From an optimization exercise on the open Yosys and OpenROAD flow, aimed at small area; shortcuts taken in it are not production practice.
In this exercise RTL edits were held to simulation tests only and were not proved equivalent to the original.
Power is estimated from default activity; no workload was simulated.

Design fp_add, start of the top module:
module fp_add (
    input  var logic        clk,
    input  var logic        rst,
    input  var logic        valid_i,
    input  var logic [31:0] num_a_i,
    input  var logic [31:0] num_b_i,
    output var logic [31:0] num_o,
    output var logic        valid_o
);
Settings: LEC_CHECK=0, ABC_AREA=1, CAP_MARGIN=20, CORE_MARGIN=2, CORE_UTILIZATION=40, SLEW_MARGIN=20; clock period 4.7 ns.
run.sh (not shown) runs the stock make flow with config.mk's settings and CLKGATE_MAP_FILE= SYNTH_SCRIPT=/design/flow/synth_recipe.tcl, a recipe that flattens the netlist after the stock synthesis.
Next try:
==> flow/flow/run.sh (new file) <==
#!/bin/bash
# Standard ORFS layout, with plain buf_1 cells as the port buffers.
set -euo pipefail
export BUFFER_PORTS_ARGS="-buffer_cell sky130_fd_sc_hd__buf_1"
bash standard.sh > standard.log 2>&1
==> flow/standard.sh (new file) <==
#!/bin/bash
# synth_recipe.tcl (not shown) runs the flow's synth.tcl, then flattens the netlist and writes it again
# the make line also repeats each setting of config.mk as NAME=value (left out here)
make -C /OpenROAD-flow-scripts/flow DESIGN_CONFIG=/design/flow/config.mk WORK_HOME=/design/flow/orfs CLKGATE_MAP_FILE= SYNTH_SCRIPT=/design/flow/synth_recipe.tcl "${@:-finish}"
- CTS_BUF_LIST: unset -> sky130_fd_sc_hd__clkbuf_8
removed: flow/run.sh
The changed run finished clean.
Die area stays the same.
Area after synthesis does not change.
Via count decreases slightly.
Sequential share of layout area grows by 2.3 points.
Worst hold slack gets worse by 0.0076 ns.
Count of clock-buffer cells in the layout goes down by 1.
Final cell count drops by a few percent.
Next try:
- CTS_BUF_LIST: sky130_fd_sc_hd__clkbuf_8 -> unset
The changed run completed without violations.
Register-to-register slack stays flat.
Worst setup slack gains 0.037 ns.
Final area rises by about 1.1%.
Worst hold slack stays flat.

Setup of PW:
The RTL this note starts from:
==> flow/design.v <==
`default_nettype none
module fp_add (
    input  var logic        clk,
    input  var logic        rst,
    input  var logic        valid_i,
    input  var logic [31:0] num_a_i,
    input  var logic [31:0] num_b_i,
    output var logic [31:0] num_o,
    output var logic        valid_o
);
logic        sa, sb;
logic [7:0]  ea, eb, xa, xb;
logic        a_gt_b;       
logic [8:0]  dab, dba;
logic [7:0]  d;
logic [23:0] ma, mb, my, my_sh;
always_comb begin
    sa = num_a_i[31];
    sb = num_b_i[31];
    ea = num_a_i[30:23];
    eb = num_b_i[30:23];
    xa = (ea == '0) ? 8'd1 : ea;
    xb = (eb == '0) ? 8'd1 : eb;
    ma = { ea != '0, num_a_i[22:0] };
    mb = { eb != '0, num_b_i[22:0] };
    a_gt_b = { num_a_i[30:0], ~sa } > { num_b_i[30:0], ~sb };
    dab = { 1'b0, xa } - { 1'b0, xb };
    dba = { 1'b0, xb } - { 1'b0, xa };
    d   = dab[8] ? dba[7:0] : dab[7:0];
    my    = a_gt_b ? mb : ma;
    my_sh = my >> d;
end
logic        valid_p1;
logic        sx_p1;
logic        sub_p1;
logic [7:0]  h_p1;
logic [23:0] mx_p1;
logic [23:0] my_p1;
always_ff @(posedge clk) begin
    sx_p1  <= a_gt_b ? sa : sb;
    sub_p1 <= sa ^ sb;
    h_p1   <= a_gt_b ? xa : xb;
    mx_p1  <= a_gt_b ? ma : mb;
    my_p1  <= my_sh;
end
always_ff @(posedge clk)
    if (rst)
        valid_p1 <= '0;
    else
        valid_p1 <= valid_i;
logic [24:0] sum;
always_comb begin
    if (sub_p1)
        sum = { 1'b0, mx_p1 - my_p1 };
    else
        sum = { 1'b0, mx_p1 } + { 1'b0, my_p1 };
end
logic [23:0] r_p2;
logic        c_p2;
logic        s_p2;
logic [7:0]  h_p2;
always_ff @(posedge clk) begin
    r_p2 <= sum[23:0];
    c_p2 <= sum[24];
    s_p2 <= sx_p1;
    h_p2 <= h_p1;
end
always_ff @(posedge clk)
    if (rst)
        valid_o <= '0;
    else
        valid_o <= valid_p1;
logic [4:0]  lz;
logic [23:0] r_n;
logic [7:0]  e_o;
logic [22:0] m_o;
always_comb begin
    lz = '0;
    for (int i = 0; i < 24; i++)
        if (r_p2[i])
            lz = 5'(23 - i);
    r_n = r_p2 << lz;
    if (c_p2) begin
        if (h_p2 != 8'd254) begin
            e_o = h_p2 + 8'd1;
            m_o = r_p2[23:1];
        end else begin
            e_o = h_p2;
            m_o = '1;
        end
    end else begin
        e_o = (r_p2 == '0) ? 8'd0 : h_p2 - 8'(lz);
        m_o = r_n[22:0];
    end
    num_o = { s_p2, e_o, m_o };
end
endmodule
`resetall
export LEC_CHECK = 0
export CAP_MARGIN = 20
export CORE_MARGIN = 2
export CORE_UTILIZATION = 40
export SLEW_MARGIN = 20
create_clock -name core_clock -period 4.7 [get_ports {clk}]
Stock flow here: none of the scripts above is used.
Input-level comparison between TR and PW:
diff --git a/flow/config.mk b/flow/config.mk
--- a/flow/config.mk
+++ b/flow/config.mk
@@ -7,0 +8 @@
+export ABC_AREA = 1
Final area: TR and PW compared, higher one is PW. Final core area utilization delta for TR relative to PW: 3.4 points lower. When the final numbers for TR and PW were put side by side, the count of inserted tapcells turned out to be smaller in TR. Looking at first-iteration detailed-routing DRC count, TR sits below PW. Diff PW -> TR | met2 demand-to-capacity share in global routing | decrease of 3.6 points. Summary of TR over PW: register-to-register slack saw a decrease, leakage power saw an increase. Looking at detailed-route wire length, TR sits 4800 µm below PW. Via count ended up 208 lower on TR than on PW. Critical path capture point = num_o[21]: PW; critical path capture point = num_o[6]: TR. TR gives less global-route usage over all layers than PW did. Compared with PW, count of filler cells inserted in the layout in TR increased by a few percent.

fp_add, a different RTL version from the one above (not shown whole).
Size: ~940 cells after synthesis, ~100 I/O pins, roughly 7400 µm² of cells after synthesis.
export LEC_CHECK = 0
export ABC_AREA = 1
export CAP_MARGIN = 20
export CORE_MARGIN = 2
export CORE_UTILIZATION = 40
export CTS_BUF_LIST = sky130_fd_sc_hd__clkbuf_8
export SLEW_MARGIN = 20
create_clock -name core_clock -period 4.7 [get_ports {clk}]
standard.sh (not shown) runs the stock make flow with config.mk's settings and CLKGATE_MAP_FILE= SYNTH_SCRIPT=/design/flow/synth_recipe.tcl, a recipe that flattens the netlist after the stock synthesis.
==> flow/flow/run.sh <==
#!/bin/bash
# Layout flow: the standard synthesis, then the combinational logic is
# re-mapped by ABC with an area-recovering script (flip-flops are kept as
# blackboxes, so every register keeps its name and cell), then the standard
# ORFS layout with plain buf_1 cells as the port buffers.
set -euo pipefail
here=$(pwd)
res=$here/orfs/results/$FLOW_PLATFORM/fp_add/base
log=$here/orfs/logs/$FLOW_PLATFORM/fp_add/base
lib=$FLOW_HOME/platforms/$FLOW_PLATFORM/lib/sky130_fd_sc_hd__tt_025C_1v80.lib

bash standard.sh synth > standard_synth.log 2>&1

# the same don't-use list the standard synthesis gave abc
dont_use=$(grep -o -- '-dont_use [A-Za-z0-9_]*' $log/1_2_yosys.log | sort -u | tr '\n' ' ')
cp $res/1_2_yosys.v $here/standard_1_2_yosys.v
cat > $here/remap.ys <<EOT
read_liberty -ignore_miss_func $lib
read_verilog $here/standard_1_2_yosys.v
hierarchy -top $FLOW_TOP
blackbox sky130_fd_sc_hd__df* sky130_fd_sc_hd__dl* sky130_fd_sc_hd__sdf* sky130_fd_sc_hd__edf*
flatten
opt_clean
techmap
opt -fast
abc -script $here/flow/remap.abc -liberty $lib $dont_use
opt_clean -purge
stat -liberty $lib
write_verilog -noattr -noexpr -nohex -nodec $res/1_2_yosys.v
EOT
yosys -l $here/remap.log -q $here/remap.ys > /dev/null 2>&1
rm -f $res/1_synth.odb $res/1_synth.sdc

export BUFFER_PORTS_ARGS="-buffer_cell sky130_fd_sc_hd__buf_1"
bash standard.sh > standard_finish.log 2>&1
==> flow/flow/remap.abc <==
&get -n
&st
&dch
&nf -p -R 50 {D}
&put
buffer -c
topo
upsize -c
dnsize -c
The first run completed, yet does not pass: setup timing.
Change:
==> flow/flow/remap.abc (replaced) <==
&get -n
&st
&dch
&nf -p {D}
&put
buffer -c
topo
upsize -c
dnsize -c
--- a/flow/config.mk
+++ b/flow/config.mk
@@ -7,7 +7,7 @@
 export LEC_CHECK = 0
 export ABC_AREA = 1
-export CAP_MARGIN = 20
+export CAP_MARGIN = 0
 export CORE_MARGIN = 2
 export CORE_UTILIZATION = 40
 export CTS_BUF_LIST = sky130_fd_sc_hd__clkbuf_8
-export SLEW_MARGIN = 20
+export SLEW_MARGIN = 0
With this change the flow went through all stages and came out clean.
Design area shrinks by a few percent.
Routed wire length shrinks slightly.
Global-route usage shrinks by 0.60 points.
Synthesized area grows slightly.
Final cell count shrinks by a few percent.
Total power shrinks by a few percent.
Worst hold slack improves by 0.010 ns.
Non-clock buffer count shrinks by 25.
Clock skew shrinks by 0.0062 ns.

Setup of red:
fp_add, a different RTL version from the one above (not shown whole).
For scale: roughly 1300 cells after synthesis, about 100 I/O pins, ~7700 um^2 of cells after synthesis.
## fp_add
module fp_add (
    input  var logic        clk,
    input  var logic        rst,
    input  var logic        valid_i,
    input  var logic [31:0] num_a_i,
    input  var logic [31:0] num_b_i,
    output var logic [31:0] num_o,
    output var logic        valid_o
);
==> flow/config.mk <==
export PLATFORM = sky130hd
export DESIGN_NAME = fp_add
export DESIGN_NICKNAME = fp_add
export VERILOG_FILES = /design/flow/design.v
export SDC_FILE = /design/flow/constraint.sdc
export NUM_CORES = 4
export LEC_CHECK = 0
export ABC_AREA = 1
export CAP_MARGIN = 20
export CORE_MARGIN = 2
export CORE_UTILIZATION = 40
export CTS_BUF_LIST = sky130_fd_sc_hd__clkbuf_8
export SLEW_MARGIN = 20
==> flow/constraint.sdc <==
create_clock -name core_clock -period 4.7 [get_ports {clk}]
set_input_delay 0.9400 -clock core_clock [delete_from_list [all_inputs] [get_ports {clk}]]
set_output_delay 0.9400 -clock core_clock [all_outputs]
set_load 0.01 [all_outputs]
==> flow/flow/remap.abc <==
strash
dch
map -D 3500
topo
buffer -c
upsize -c -D 3500
dnsize -c -D 3500
Scripts as last shown in full above: flow/flow/run.sh
--- input diff red..blue ---
==> flow/flow/remap.abc <==
&get -n
&st
&dch
&nf -p {D}
&put
buffer -c
topo
upsize -c
dnsize -c
--- outcome ---
- Compare blue and red | part of the total power dissipated in the clock network higher: blue
- In blue relative to red, via count had gone down by more than 10%.
- | ratio of final minimum period to clock period | lower: blue |
- The slowest cell on the critical path comes out sky130_fd_sc_hd__dfxtp_1 in one run and sky130_fd_sc_hd__dfxtp_2 in the other, namely in blue and red respectively.
- Looking at area growth from synthesis to final layout, blue sits below red.
- Compare blue and red | number of well-tap cells placed higher: red
- From red to blue the numbers moved as follows: global-route wire length before repair lower, post-route worst setup slack went up 120 ps, met3 demand-to-capacity share in global routing went down by 0.19 points.
- For blue, the source of the critical timing path was sub_p1, unlike red, where it was r_p2[3].
Edits applied to the flow inputs when going from blue to green:
--- a/flow/flow/remap.abc
+++ b/flow/flow/remap.abc
@@ -3,3 +3,3 @@
 &dch
-&nf -p {D}
+&nf -p -F 6 -A 3 -R 70
 &put
green against blue: buffer share of cell area closely matched the old numbers; power shows a reduction of 130 uW; least setup slack across all paths after layout fell 130 ps. Area added between synthesis and finish: green and blue compared, higher one is green.

## lane 1
fp_add, a different RTL version from the one above (not shown whole).
For scale: about 900 cells after synthesis, about 100 I/O pins, ~7200 sq um of cells after synthesis.
export LEC_CHECK = 0
export ABC_AREA = 1
export CAP_MARGIN = 20
export CORE_MARGIN = 2
export CORE_UTILIZATION = 40
export CTS_BUF_LIST = sky130_fd_sc_hd__clkbuf_8
export SLEW_MARGIN = 20
create_clock -name core_clock -period 4.7 [get_ports {clk}]
==> flow/flow/remap.abc <==
&get -n
&st
&dch
&nf -p -F 6 -A 3
&put
buffer -c
topo
upsize -c
dnsize -c
Scripts as last shown in full above: flow/flow/run.sh
What lane 2 does differently from lane 1 at the input level:
==> flow/flow/remap.abc <==
&get -n
&st
&dch
&nf -p {D}
&put
buffer -c
topo
upsize -c
dnsize -c
--- outcome ---
Clock skew on lane 2 is up relative to lane 1. Run comparison: lane 1 cell with the largest stage delay on the worst path sky130_fd_sc_hd__nor4_1; lane 2 cell with the largest stage delay on the worst path sky130_fd_sc_hd__or4_4. Between lane 1 and lane 2, summed area of non-filler cells in the final layout increased. Across lane 1 and lane 2, none had a timing, DRC or antenna violation. Taking lane 1 as the reference point, the number of vias after detailed routing of lane 2 rises by 368. From lane 1 to lane 2 the numbers moved as follows: area added between synthesis and finish increased by 6.0 points relative to the old numbers, total power saw an increase.
Input changes introduced in lane 3 (baseline for comparison: lane 2):
==> flow/flow/remap.abc <==
&get -n
&st
&dch -f
&nf -p
&put
buffer -c
topo
dnsize -c
Findings:
- The final reports for lane 3 and lane 2 show count of buffers not belonging to the clock network in the layout lower in the former.
- Relative to lane 2, via count of the first global-routing pass decreased by 194 in lane 3.
- Lane 3 against lane 2: combinational power barely changed, final design area excluding fillers dropped about 5%, signed area change from the synthesized netlist to the final layout dropped 4.8 points.
- Lane 3 vs lane 2 — die span in y dropped slightly
- Lane 3 vs lane 2 — fraction of power consumed by the clock network dropped 1.1 points.
- Lane 2 has a lower switching share of power than lane 3.
- Lane 2 vs lane 3, cell with the largest stage delay on the worst path: sky130_fd_sc_hd__or4_4 vs sky130_fd_sc_hd__dfxtp_4
- Clock tree buffer count of the final layout in lane 3 is 1 lower than in lane 2
> inputs changed (lane 3 -> lane 4)
==> flow/flow/remap.abc <==
&get -n
&st
&dch -f
&nf -p {D}
&put
buffer -c
topo
upsize -c
dnsize -c
-- flow/config.mk --
<<< lane 3, line 11
export CORE_UTILIZATION = 40
export CTS_BUF_LIST = sky130_fd_sc_hd__clkbuf_8
export SLEW_MARGIN = 20
>>> lane 4, line 11
export CORE_UTILIZATION = 40
export CTS_BUF_LIST = sky130_fd_sc_hd__clkbuf_8
export GPL_TIMING_DRIVEN = 0
export SLEW_MARGIN = 20
Notes after the runs:
Lane 4 vs. lane 3: time the final worst path needs with I/O delays and setup went up 0.11 ns, total non-filler cell area in the finished layout went up 120 sq um, number of non-filler instances in the completed layout went up 17.
The inputs of lane 5 differ from those of lane 4 as listed below.
==> flow/flow/remap.abc <==
&get -n
&st
&dch -f
&nf
&put
buffer -c
topo
dnsize -c
-- flow/config.mk --
<<< lane 4, line 11
export CORE_UTILIZATION = 40
export CTS_BUF_LIST = sky130_fd_sc_hd__clkbuf_8
export GPL_TIMING_DRIVEN = 0
export SLEW_MARGIN = 20
>>> lane 5, line 11
export CORE_UTILIZATION = 40
export CTS_BUF_LIST = sky130_fd_sc_hd__clkbuf_8
export SLEW_MARGIN = 20
Findings:
The flow did not stop early for lane 5: all stages ran, and the layout cleared the timing, DRC and antenna checks. Compare lane 4 and lane 5 | post-synthesis cell area higher: lane 4. Clock network contribution to total cell area: lane 5 vs lane 4 — no meaningful difference. Lane 5 against lane 4: total power decreased 1.3%, critical path's largest stage delay saw an increase, post-synth net total higher. In the metrics for lane 4 and lane 5, the one carrying the lower placer congestion estimate is lane 4. Critical path depth in lane 5 is 4 higher than in lane 4. Data arrival time of the critical path: lane 5 < lane 4. The wire length of the first global-routing pass of lane 5 falls short of that of lane 4 by 2.1 mm.

fp_add again, from the RTL that the note above started with.
Settings: LEC_CHECK=0, ABC_AREA=1, CAP_MARGIN=20, CORE_MARGIN=2, CORE_UTILIZATION=40, CTS_BUF_LIST=sky130_fd_sc_hd__clkbuf_8, SLEW_MARGIN=20; clock period 4.7 ns.
==> flow/flow/remap.abc <==
&get -n
&st
&dch
&nf -p -R 10
&put
buffer -c
topo
upsize -c
dnsize -c
Scripts as last shown in full above: flow/flow/run.sh
The baseline completed without violations.
Edit:
==> flow/flow/remap.abc (replaced) <==
&get -n
&st
&dch -f
&nf -p {D}
&put
buffer -c
topo
upsize -c
dnsize -c
Outcome: Clock-buffer cell count is unchanged. Hold slack gets better by 0.0045 ns. Sequential power stays flat. Design area drops slightly. Die area stays flat. Clock power drops by roughly a tenth. Register-to-register slack gets better by 0.45 ns. Area after synthesis is about the same.
Edit:
--- a/flow/flow/run.sh
+++ b/flow/flow/run.sh
@@ -33,3 +33,4 @@
 
 export BUFFER_PORTS_ARGS="-buffer_cell sky130_fd_sc_hd__buf_1"
+export CTS_ARGS="-sink_clustering_enable -repair_clock_nets -buf_list sky130_fd_sc_hd__clkbuf_8 -sink_clustering_size 30 -sink_clustering_max_diameter 150"
 bash standard.sh > standard_finish.log 2>&1
After rerunning: The new run went through all stages and came out clean; design area is unchanged; die area does not change; sequential cell count is unchanged; setup slack is unchanged; wire length is unchanged; maximum frequency stays the same; global-route usage does not change.
Edit:
--- a/flow/flow/run.sh
+++ b/flow/flow/run.sh
@@ -33,4 +33,3 @@
 
 export BUFFER_PORTS_ARGS="-buffer_cell sky130_fd_sc_hd__buf_1"
-export CTS_ARGS="-sink_clustering_enable -repair_clock_nets -buf_list sky130_fd_sc_hd__clkbuf_8 -sink_clustering_size 30 -sink_clustering_max_diameter 150"
 bash standard.sh > standard_finish.log 2>&1
==> flow/flow/remap.abc (replaced) <==
&get -n
&st
&dch -f
&nf -p -F 6 -A 3
&put
buffer -c
topo
dnsize -c
Result: The changed run went through all stages and came out clean. Utilization stays flat. Via count decreases by 1.0%. Design area shrinks by about 1%. Clock-buffer cell count is unchanged. Global-route usage goes up by 0.57 points. First-iteration DRC count came out lower by 8.1%. Setup slack got worse by 0.054 ns. Clock skew is about the same.

[separate check: timing with driven ports]
No port has a modelled driver above. Below, the same layouts with a new extraction and two added sets of constraints. Step 1, drivers: a clkbuf_16 drives clk and a buf_2 each remaining input, both assumed. Step 2 times the ports against the registers' clock, not the clock port: input delays grow and output delays shrink by t, the midpoint of the rising clock arrivals with the driver on. Three values: ideal ports, drivers, drivers and shift; two values: the first two.
| run | t, ns | setup slack, ns | worst setup path after step 2 |
|---|---|---|---|
| the first run of note 1 | 0.372 | 0.260 / 0.253 / -0.090 | input to register |
| the second run of note 1 | 0.400 | 0.284 / 0.242 / 0.012 | input to register |
| the third run of note 1 | 0.379 | 0.320 / 0.279 / -0.001 | input to register |
| PW | 0.382 | 0.082 / 0.039 / -0.057 | input to register |
| TR | 0.376 | 0.289 / 0.249 / 0.066 | input to register |
| the first run of note 3 | 0.401 | -0.160 / -0.198 / 0.123 | input to register |
| the second run of note 3 | 0.393 | 0.200 / 0.167 / 0.104 | input to register |
| red | 0.402 | 0.257 / 0.221 / 0.329 | input to register |
| blue | 0.394 | 0.374 / 0.374 / 0.073 | input to register |
| green | 0.395 | 0.242 / 0.205 / 0.004 | input to register |
| lane 1 | 0.390 | 0.340 / 0.307 / 0.099 | input to register |
| lane 2 | 0.379 | 0.261 / 0.272 / -0.107 | input to register |
| lane 3 | 0.396 | 0.328 / 0.293 / 0.230 | input to register |
| lane 4 | 0.397 | 0.221 / 0.184 / -0.053 | input to register |
| lane 5 | 0.397 | 0.305 / 0.271 / 0.270 | input to register |
| the first run of note 6 | 0.381 | 0.263 / 0.229 / -0.069 | input to register |
| the second run of note 6 | 0.404 | 0.277 / 0.241 / 0.421 | input to register |
| the third run of note 6 | 0.404 | 0.277 / 0.241 / 0.421 | input to register |
| the fourth run of note 6 | 0.411 | 0.223 / 0.184 / 0.056 | input to register |
Met with ideal ports but missed after step 2: setup timing in 6 of these runs. The setup slack of lane 2, which loses most, moves by +0.011 ns with the drivers and by -0.368 ns with both steps.
